This is an optimization exercise on Yosys and OpenROAD, whose aim is small area, not a production implementation. Only simulation tests tie the RTL to the original design; equivalence was not proved. No activity file was given, so power comes from the tool's default toggle rates.

==> run P <==
Design farm_top, start of the top module:
module farm_top(
	input clk,
	input rst_n,
	output [31:0] ins,
	output [31:0] ret_ad,
	output [31:0] mem_addr,
	output [31:0] mem_wdata,
	output mem_rd,
	output mem_wr,
	input  [31:0] mem_rdata);
localparam S_RESET   = 3'd0;
localparam S_FETCH   = 3'd1;
localparam S_DECODE  = 3'd2;
localparam S_COMPUTE = 3'd3;
localparam S_MEM     = 3'd4;
localparam S_WB      = 3'd5;
reg  [2:0] state;
wire st_fetch   = (state == S_FETCH);
wire st_decode  = (state == S_DECODE);
wire st_compute = (state == S_COMPUTE);
wire st_mem     = (state == S_MEM);
wire st_wb      = (state == S_WB);
reg  [31:0] IR;
reg  [31:0] H;
reg  [31:2] T;         
reg         pc_inc;    
reg         pc_zero;   
assign ins    = IR;
assign ret_ad = {T, 2'b00};
wire [6:0] opc = IR[6:0];
wire [2:0] f3  = IR[14:12];
wire is_L  = (opc == 7'b0000011);
wire is_I  = (opc == 7'b0010011);
wire is_JR = (opc == 7'b1100111);
wire is_S  = (opc == 7'b0100011);
wire is_U  = (opc == 7'b0110111);
wire is_UJ = (opc == 7'b1101111);
wire is_R  = ~(is_L | is_I | is_JR | is_S | is_U | is_UJ);
wire f7z   = (IR[31:26] == 6'b000000);
wire f7s   = (IR[31:26] == 6'b100000);
wire op_add = is_L | is_S | (f3 == 3'b000 & ((is_R & f7z) | is_I));
wire op_or  = (f3 == 3'b110) & ((is_R & f7z) | is_I);
wire op_xor = (f3 == 3'b100) & ((is_R & f7z) | is_I);
wire op_and = (f3 == 3'b111) & ((is_R & f7z) | is_I);
wire op_sll = (f3 == 3'b001) & is_R & f7z;
wire op_srl = (f3 == 3'b101) & is_R & (f7z | f7s);
wire op_lui = is_U;
wire op_sub = ~(op_add | op_or | op_xor | op_and | op_sll | op_srl | op_lui);
reg [31:0] ring [0:30];
reg [30:0] vs;         
reg [4:0]  p;          
reg [4:0]  rsl;        
reg        rnone;      
reg [4:0]  wsl;        
reg        pw;         
wire [4:0] rd  = IR[11:7];
wire [4:0] src = st_fetch ? mem_rdata[19:15] : st_decode ? IR[24:20] : rd;
wire [5:0] s6  = {1'b0, src} + {1'b0, p} + 6'd1;
wire [4:0] s5  = s6[4:0] + {4'd0, s6[5]};
wire [4:0] slot_nx = (s5 == 5'd31) ? 5'd0 : s5;
function [4:0] inc31(input [4:0] x);
	inc31 = (x == 5'd30) ? 5'd0 : x + 5'd1;
endfunction
wire [7:0] wp_hit;
genvar g;
  ...
clock: 10.0 ns
lec_check: 0
cap_margin: 20
core_margin: 2
core_utilization: 78
cts_buf_list: sky130_fd_sc_hd__clkbuf_16
cts_cluster_diameter: 60
cts_cluster_size: 30
gpl_routability_driven: 1
place_density: 0.88
slew_margin: 20
synth_hierarchical: 1
standard.sh (not shown) runs the stock make flow with config.mk's settings and CLKGATE_MAP_FILE= SYNTH_SCRIPT=/design/flow/synth_recipe.tcl, a recipe that flattens the netlist after the stock synthesis.
==> flow/flow/run.sh <==
#!/bin/bash
set -euo pipefail
bash standard.sh synth > synth.log 2>&1
export BUFFER_PORTS_ARGS="-buffer_cell sky130_fd_sc_hd__buf_1"
bash standard.sh floorplan > floorplan.log 2>&1
bash standard.sh place > place.log 2>&1
bash standard.sh cts > cts.log 2>&1
bash standard.sh route > route.log 2>&1
bash standard.sh finish > finish.log 2>&1
==> inputs of run B, as changes to run P <==
--- a/flow/design.v
+++ b/flow/design.v
@@ -33,50 +33,49 @@
 	g_nand4 c0(.a(n[0]), .b(n[1]), .c(n[2]), .d(n[3]), .y(q[0]));
 	g_nand4 c1(.a(n[4]), .b(n[5]), .c(n[6]), .d(n[7]), .y(q[1]));
 	g_nand3 c2(.a(n[8]), .b(n[9]), .c(n[10]), .y(q[2]));
 	g_or3   c3(.a(q[0]), .b(q[1]), .c(q[2]), .y(y));
 endmodule
 module alu_out(input ks, input s, input kp, input p, input kg, input g,
-               input kb, input b, input rt, input shr, input lf, input shl,
-               output r);
-	wire n1, n2;
+               input kb, input b, input sh, output r);
+	wire n1, v;
 	g_a222oi o0(.a1(ks), .a2(s), .b1(kp), .b2(p), .c1(kg), .c2(g), .y(n1));
-	g_a222oi o1(.a1(kb), .a2(b), .b1(rt), .b2(shr), .c1(lf), .c2(shl), .y(n2));
-	g_nand2  o2(.a(n1), .b(n2), .y(r));
+	g_a21o   o1(.a1(kb), .a2(b), .b(sh), .y(v));
+	g_nand2b o2(.an(v), .b(n1), .y(r));
 endmodule
 module alu_pair(input [1:0] a, input [1:0] b, input sub, input cin, input ks,
-                input kp, input kg, input kb, input rt, input lf,
-                input [1:0] shr, input [1:0] shl, output [1:0] r,
+                input kp, input kg, input kb, input [1:0] sh, output [1:0] r,
                 output cout, output [1:0] p, output [1:0] g);
 	wire bx0, p0, g0, c1n, s0;
 	wire bx1, p1n, g1n, p1, g1, s1;
 	g_xor2  x00(.a(b[0]), .b(sub), .y(bx0));
 	g_xor2  x01(.a(a[0]), .b(bx0), .y(p0));
 	g_and2  a00(.a(a[0]), .b(bx0), .y(g0));
 	g_a21oi c0(.a1(p0), .a2(cin), .b(g0), .y(c1n));
 	g_xor2  x02(.a(p0), .b(cin), .y(s0));
 	alu_out u0(.ks(ks), .s(s0), .kp(kp), .p(p0), .kg(kg), .g(g0), .kb(kb),
-	           .b(b[0]), .rt(rt), .shr(shr[0]), .lf(lf), .shl(shl[0]), .r(r[0]));
+	           .b(b[0]), .sh(sh[0]), .r(r[0]));
 	g_xor2  x10(.a(b[1]), .b(sub), .y(bx1));
 	g_xnor2 x11(.a(a[1]), .b(bx1), .y(p1n));
 	g_nand2 a10(.a(a[1]), .b(bx1), .y(g1n));
 	g_o21ai c1(.a1(p1n), .a2(c1n), .b(g1n), .y(cout));
 	g_xor2  x12(.a(p1n), .b(c1n), .y(s1));
 	g_inv   i10(.a(p1n), .y(p1));
 	g_inv   i11(.a(g1n), .y(g1));
 	alu_out u1(.ks(ks), .s(s1), .kp(kp), .p(p1), .kg(kg), .g(g1), .kb(kb),
-	           .b(b[1]), .rt(rt), .shr(shr[1]), .lf(lf), .shl(shl[1]), .r(r[1]));
+	           .b(b[1]), .sh(sh[1]), .r(r[1]));
 	assign p = {p1, p0};
 	assign g = {g1, g0};
 endmodule
 module alu_cla4(input [3:0] p, input [3:0] g, input cin, output cout);
 	wire gg = g[3] | (p[3] & g[2]) | (p[3] & p[2] & g[1]) | (p[3] & p[2] & p[1] & g[0]);
 	wire pp = &p;
 	assign cout = gg | (pp & cin);
 endmodule
-module alu_shift(input [31:0] x, input [4:0] n, input rev, output [31:0] y);
+module alu_shift(input [31:0] x, input [4:0] n, input rev, input left,
+                 input right, output [31:0] y);
 	wire [31:0] l0, l1, l2, l3, l4, l5;
 	wire [4:0] nn;
 	genvar i, k;
 	generate
 	for (k = 0; k < 5; k = k + 1) begin : ni
 		g_inv u(.a(n[k]), .y(nn[k]));
@@ -106,13 +105,15 @@
 		if (i + 16 < 32) begin : s5m
 			g_mux2i m(.a(l4[i]), .b(l4[i+16]), .s(n[4]), .y(l5[i]));
 		end else begin : s5z
 			g_nor2 m(.a(l4[i]), .b(n[4]), .y(l5[i]));
 		end
 	end
-	assign y = l5;
+	for (i = 0; i < 32; i = i + 1) begin : ov
+		g_a22o o(.a1(right), .a2(l5[i]), .b1(left), .b2(l5[31-i]), .y(y[i]));
+	end
 	endgenerate
 endmodule
 module farm_top(
 	input clk,
 	input rst_n,
 	output [31:0] ins,
@@ -248,28 +249,23 @@
 wire c_kg  = (op_or | op_and) & act;
 wire c_kb  = (op_lui & act) | pass;
 wire big   = |B[31:5];
 wire c_l   = op_sll & act & ~big;
 wire c_r   = op_srl & act & ~big;
 wire [31:0] sh;
-alu_shift ush(.x(H), .n(B[4:0]), .rev(op_sll), .y(sh));
-wire [31:0] shrev;
-generate for (g = 0; g < 32; g = g + 1) begin : shr
-	assign shrev[g] = sh[31-g];
-end endgenerate
+alu_shift ush(.x(H), .n(B[4:0]), .rev(op_sll), .left(c_l), .right(c_r), .y(sh));
 wire [31:0] alu_r;
 wire [31:0] ap, ag;
 wire [8:0]  cy4;
 wire [15:0] cmid;
 assign cy4[0] = c_sub;
 generate for (g = 0; g < 16; g = g + 1) begin : ab
 	wire cout_unused;
 	alu_pair u(.a(H[2*g+1:2*g]), .b(B[2*g+1:2*g]), .sub(c_sub),
 	           .cin((g % 2 == 0) ? cy4[g/2] : cmid[g-1]),
-	           .ks(c_ks), .kp(c_kp), .kg(c_kg), .kb(c_kb), .rt(c_r), .lf(c_l),
-	           .shr(sh[2*g+1:2*g]), .shl(shrev[2*g+1:2*g]),
+	           .ks(c_ks), .kp(c_kp), .kg(c_kg), .kb(c_kb), .sh(sh[2*g+1:2*g]),
 	           .r(alu_r[2*g+1:2*g]), .cout(cmid[g]),
 	           .p(ap[2*g+1:2*g]), .g(ag[2*g+1:2*g]));
 end
 for (g = 0; g < 8; g = g + 1) begin : cla
 	alu_cla4 u(.p(ap[4*g+3:4*g]), .g(ag[4*g+3:4*g]), .cin(cy4[g]), .cout(cy4[g+1]));
 end endgenerate
==> flow/config.mk (replaced) <==
export PLATFORM = sky130hd
export DESIGN_NAME = farm_top
export DESIGN_NICKNAME = farm_top
export VERILOG_FILES = /design/flow/design.v
export SDC_FILE = /design/flow/constraint.sdc
export NUM_CORES = 4
export LEC_CHECK = 0
export CAP_MARGIN = 20
export CORE_MARGIN = 2
export CORE_UTILIZATION = 70
export CTS_BUF_LIST = sky130_fd_sc_hd__clkbuf_16
export CTS_CLUSTER_DIAMETER = 60
export CTS_CLUSTER_SIZE = 30
export GPL_ROUTABILITY_DRIVEN = 1
export PLACE_DENSITY = 0.8
export SLEW_MARGIN = 20
export SYNTH_HIERARCHICAL = 1
==> inputs of run R, as changes to run P <==
--- a/flow/design.v
+++ b/flow/design.v
@@ -33,50 +33,49 @@
 	g_nand4 c0(.a(n[0]), .b(n[1]), .c(n[2]), .d(n[3]), .y(q[0]));
 	g_nand4 c1(.a(n[4]), .b(n[5]), .c(n[6]), .d(n[7]), .y(q[1]));
 	g_nand3 c2(.a(n[8]), .b(n[9]), .c(n[10]), .y(q[2]));
 	g_or3   c3(.a(q[0]), .b(q[1]), .c(q[2]), .y(y));
 endmodule
 module alu_out(input ks, input s, input kp, input p, input kg, input g,
-               input kb, input b, input rt, input shr, input lf, input shl,
-               output r);
-	wire n1, n2;
+               input kb, input b, input sh, output r);
+	wire n1, v;
 	g_a222oi o0(.a1(ks), .a2(s), .b1(kp), .b2(p), .c1(kg), .c2(g), .y(n1));
-	g_a222oi o1(.a1(kb), .a2(b), .b1(rt), .b2(shr), .c1(lf), .c2(shl), .y(n2));
-	g_nand2  o2(.a(n1), .b(n2), .y(r));
+	g_a21o   o1(.a1(kb), .a2(b), .b(sh), .y(v));
+	g_nand2b o2(.an(v), .b(n1), .y(r));
 endmodule
 module alu_pair(input [1:0] a, input [1:0] b, input sub, input cin, input ks,
-                input kp, input kg, input kb, input rt, input lf,
-                input [1:0] shr, input [1:0] shl, output [1:0] r,
+                input kp, input kg, input kb, input [1:0] sh, output [1:0] r,
                 output cout, output [1:0] p, output [1:0] g);
 	wire bx0, p0, g0, c1n, s0;
 	wire bx1, p1n, g1n, p1, g1, s1;
 	g_xor2  x00(.a(b[0]), .b(sub), .y(bx0));
 	g_xor2  x01(.a(a[0]), .b(bx0), .y(p0));
 	g_and2  a00(.a(a[0]), .b(bx0), .y(g0));
 	g_a21oi c0(.a1(p0), .a2(cin), .b(g0), .y(c1n));
 	g_xor2  x02(.a(p0), .b(cin), .y(s0));
 	alu_out u0(.ks(ks), .s(s0), .kp(kp), .p(p0), .kg(kg), .g(g0), .kb(kb),
-	           .b(b[0]), .rt(rt), .shr(shr[0]), .lf(lf), .shl(shl[0]), .r(r[0]));
+	           .b(b[0]), .sh(sh[0]), .r(r[0]));
 	g_xor2  x10(.a(b[1]), .b(sub), .y(bx1));
 	g_xnor2 x11(.a(a[1]), .b(bx1), .y(p1n));
 	g_nand2 a10(.a(a[1]), .b(bx1), .y(g1n));
 	g_o21ai c1(.a1(p1n), .a2(c1n), .b(g1n), .y(cout));
 	g_xor2  x12(.a(p1n), .b(c1n), .y(s1));
 	g_inv   i10(.a(p1n), .y(p1));
 	g_inv   i11(.a(g1n), .y(g1));
 	alu_out u1(.ks(ks), .s(s1), .kp(kp), .p(p1), .kg(kg), .g(g1), .kb(kb),
-	           .b(b[1]), .rt(rt), .shr(shr[1]), .lf(lf), .shl(shl[1]), .r(r[1]));
+	           .b(b[1]), .sh(sh[1]), .r(r[1]));
 	assign p = {p1, p0};
 	assign g = {g1, g0};
 endmodule
 module alu_cla4(input [3:0] p, input [3:0] g, input cin, output cout);
 	wire gg = g[3] | (p[3] & g[2]) | (p[3] & p[2] & g[1]) | (p[3] & p[2] & p[1] & g[0]);
 	wire pp = &p;
 	assign cout = gg | (pp & cin);
 endmodule
-module alu_shift(input [31:0] x, input [4:0] n, input rev, output [31:0] y);
+module alu_shift(input [31:0] x, input [4:0] n, input rev, input left,
+                 input right, output [31:0] y);
 	wire [31:0] l0, l1, l2, l3, l4, l5;
 	wire [4:0] nn;
 	genvar i, k;
 	generate
 	for (k = 0; k < 5; k = k + 1) begin : ni
 		g_inv u(.a(n[k]), .y(nn[k]));
@@ -106,13 +105,15 @@
 		if (i + 16 < 32) begin : s5m
 			g_mux2i m(.a(l4[i]), .b(l4[i+16]), .s(n[4]), .y(l5[i]));
 		end else begin : s5z
 			g_nor2 m(.a(l4[i]), .b(n[4]), .y(l5[i]));
 		end
 	end
-	assign y = l5;
+	for (i = 0; i < 32; i = i + 1) begin : ov
+		g_a22o o(.a1(right), .a2(l5[i]), .b1(left), .b2(l5[31-i]), .y(y[i]));
+	end
 	endgenerate
 endmodule
 module farm_top(
 	input clk,
 	input rst_n,
 	output [31:0] ins,
@@ -248,28 +249,23 @@
 wire c_kg  = (op_or | op_and) & act;
 wire c_kb  = (op_lui & act) | pass;
 wire big   = |B[31:5];
 wire c_l   = op_sll & act & ~big;
 wire c_r   = op_srl & act & ~big;
 wire [31:0] sh;
-alu_shift ush(.x(H), .n(B[4:0]), .rev(op_sll), .y(sh));
-wire [31:0] shrev;
-generate for (g = 0; g < 32; g = g + 1) begin : shr
-	assign shrev[g] = sh[31-g];
-end endgenerate
+alu_shift ush(.x(H), .n(B[4:0]), .rev(op_sll), .left(c_l), .right(c_r), .y(sh));
 wire [31:0] alu_r;
 wire [31:0] ap, ag;
 wire [8:0]  cy4;
 wire [15:0] cmid;
 assign cy4[0] = c_sub;
 generate for (g = 0; g < 16; g = g + 1) begin : ab
 	wire cout_unused;
 	alu_pair u(.a(H[2*g+1:2*g]), .b(B[2*g+1:2*g]), .sub(c_sub),
 	           .cin((g % 2 == 0) ? cy4[g/2] : cmid[g-1]),
-	           .ks(c_ks), .kp(c_kp), .kg(c_kg), .kb(c_kb), .rt(c_r), .lf(c_l),
-	           .shr(sh[2*g+1:2*g]), .shl(shrev[2*g+1:2*g]),
+	           .ks(c_ks), .kp(c_kp), .kg(c_kg), .kb(c_kb), .sh(sh[2*g+1:2*g]),
 	           .r(alu_r[2*g+1:2*g]), .cout(cmid[g]),
 	           .p(ap[2*g+1:2*g]), .g(ag[2*g+1:2*g]));
 end
 for (g = 0; g < 8; g = g + 1) begin : cla
 	alu_cla4 u(.p(ap[4*g+3:4*g]), .g(ag[4*g+3:4*g]), .cin(cy4[g]), .cout(cy4[g+1]));
 end endgenerate
==> flow/config.mk (replaced) <==
export PLATFORM = sky130hd
export DESIGN_NAME = farm_top
export DESIGN_NICKNAME = farm_top
export VERILOG_FILES = /design/flow/design.v
export SDC_FILE = /design/flow/constraint.sdc
export NUM_CORES = 4
export LEC_CHECK = 0
export CAP_MARGIN = 10
export CORE_MARGIN = 2
export CORE_UTILIZATION = 70
export CTS_BUF_LIST = sky130_fd_sc_hd__clkbuf_16
export CTS_CLUSTER_DIAMETER = 60
export CTS_CLUSTER_SIZE = 30
export GPL_ROUTABILITY_DRIVEN = 1
export GPL_TIMING_DRIVEN = 0
export PLACE_DENSITY = 0.8
export SLEW_MARGIN = 10
export SYNTH_HIERARCHICAL = 1
==> qor summary <==
| metric | run R | run B | run P |
|---|---|---|---|
| Flop+latch power | 5.97 mW | 5.81 mW | 6.02 mW |
| Count of multi-input combinational gates | 1726 | 1726 | 1694 |
| Horizontal die dimension | 238 um | 238 um | 225 um |
| Floorplan die area | 56800 um^2 | 56800 um^2 | 50700 um^2 |
| Non-CTS buffers | 311 | 229 | 212 |
| Length of routed wiring on met1 | 45700 um | 46600 um | 44700 um |
| Total clock network power | 2.57 mW | 2.59 mW | 2.48 mW |
| Startpoint of the tightest hold check path | ring[21][7] | ring[25][7] | ring[14][17] |
| Status | timing/DRC/antenna clean | timing/DRC/antenna clean | timing/DRC/antenna clean |
| Share of cells above drive strength 1 | 16.0% | 15.0% | 14.6% |
| Final setup slack of the worst path | 0.843 ns | 1.03 ns | 0.858 ns |
| Final non-clock buffer share | 5.07% | 2.68% | 2.44% |
| Setup slack on the worst flop-to-flop path | 1.00 ns | 1.33 ns | 1.26 ns |
| Routed length on met2 | 54000 um | 54200 um | 52100 um |
| Cells on worst reg2reg path | 32 | 31 | 31 |
| Syn_area_per_cell | 12.7 um^2 | 12.7 um^2 | 12.8 um^2 |
| Post-detail-place hpwl | 84900 um | 82200 um | 80700 um |
| Cell Area, Placed | 41000 um^2 | 39900 um^2 | 39400 um^2 |
| Number of global-route vias before repair | 28800 | 28100 | 28300 |
| Routed wire length | 125000 um | 125000 um | 123000 um |
| WP data arrival | 7.16 ns | 6.97 ns | 7.14 ns |

==> port drivers added, routing unchanged <==
The flow's constraints put no driver on any port. The routed layouts listed below were extracted and timed again, unchanged, in two steps. Step 1, drivers: a clkbuf_16 drives clk and a buf_2 each remaining input, both assumed. Step 2 also shifts input and output timing later by t, the mid clock arrival at the registers, as if the neighbouring blocks saw the same clock. Slacks: no drivers / after step 1 / after step 2; pairs: no drivers / after step 1.
| run | t, ns | setup slack, ns | slew at the worst register clock pin (ns) | worst slew at a driven data input, ns |
|---|---|---|---|---|
| run P | 0.714 | 0.858 / 0.792 / 1.257 | 0.12 / 0.12 | 0.06 |
| run B | 0.712 | 1.027 / 0.962 / 1.333 | 0.11 / 0.11 | 0.06 |
| run R | 0.717 | 0.843 / 0.776 / 1.001 | 0.11 / 0.11 | 0.06 |
After both steps every run listed still meets setup and hold.
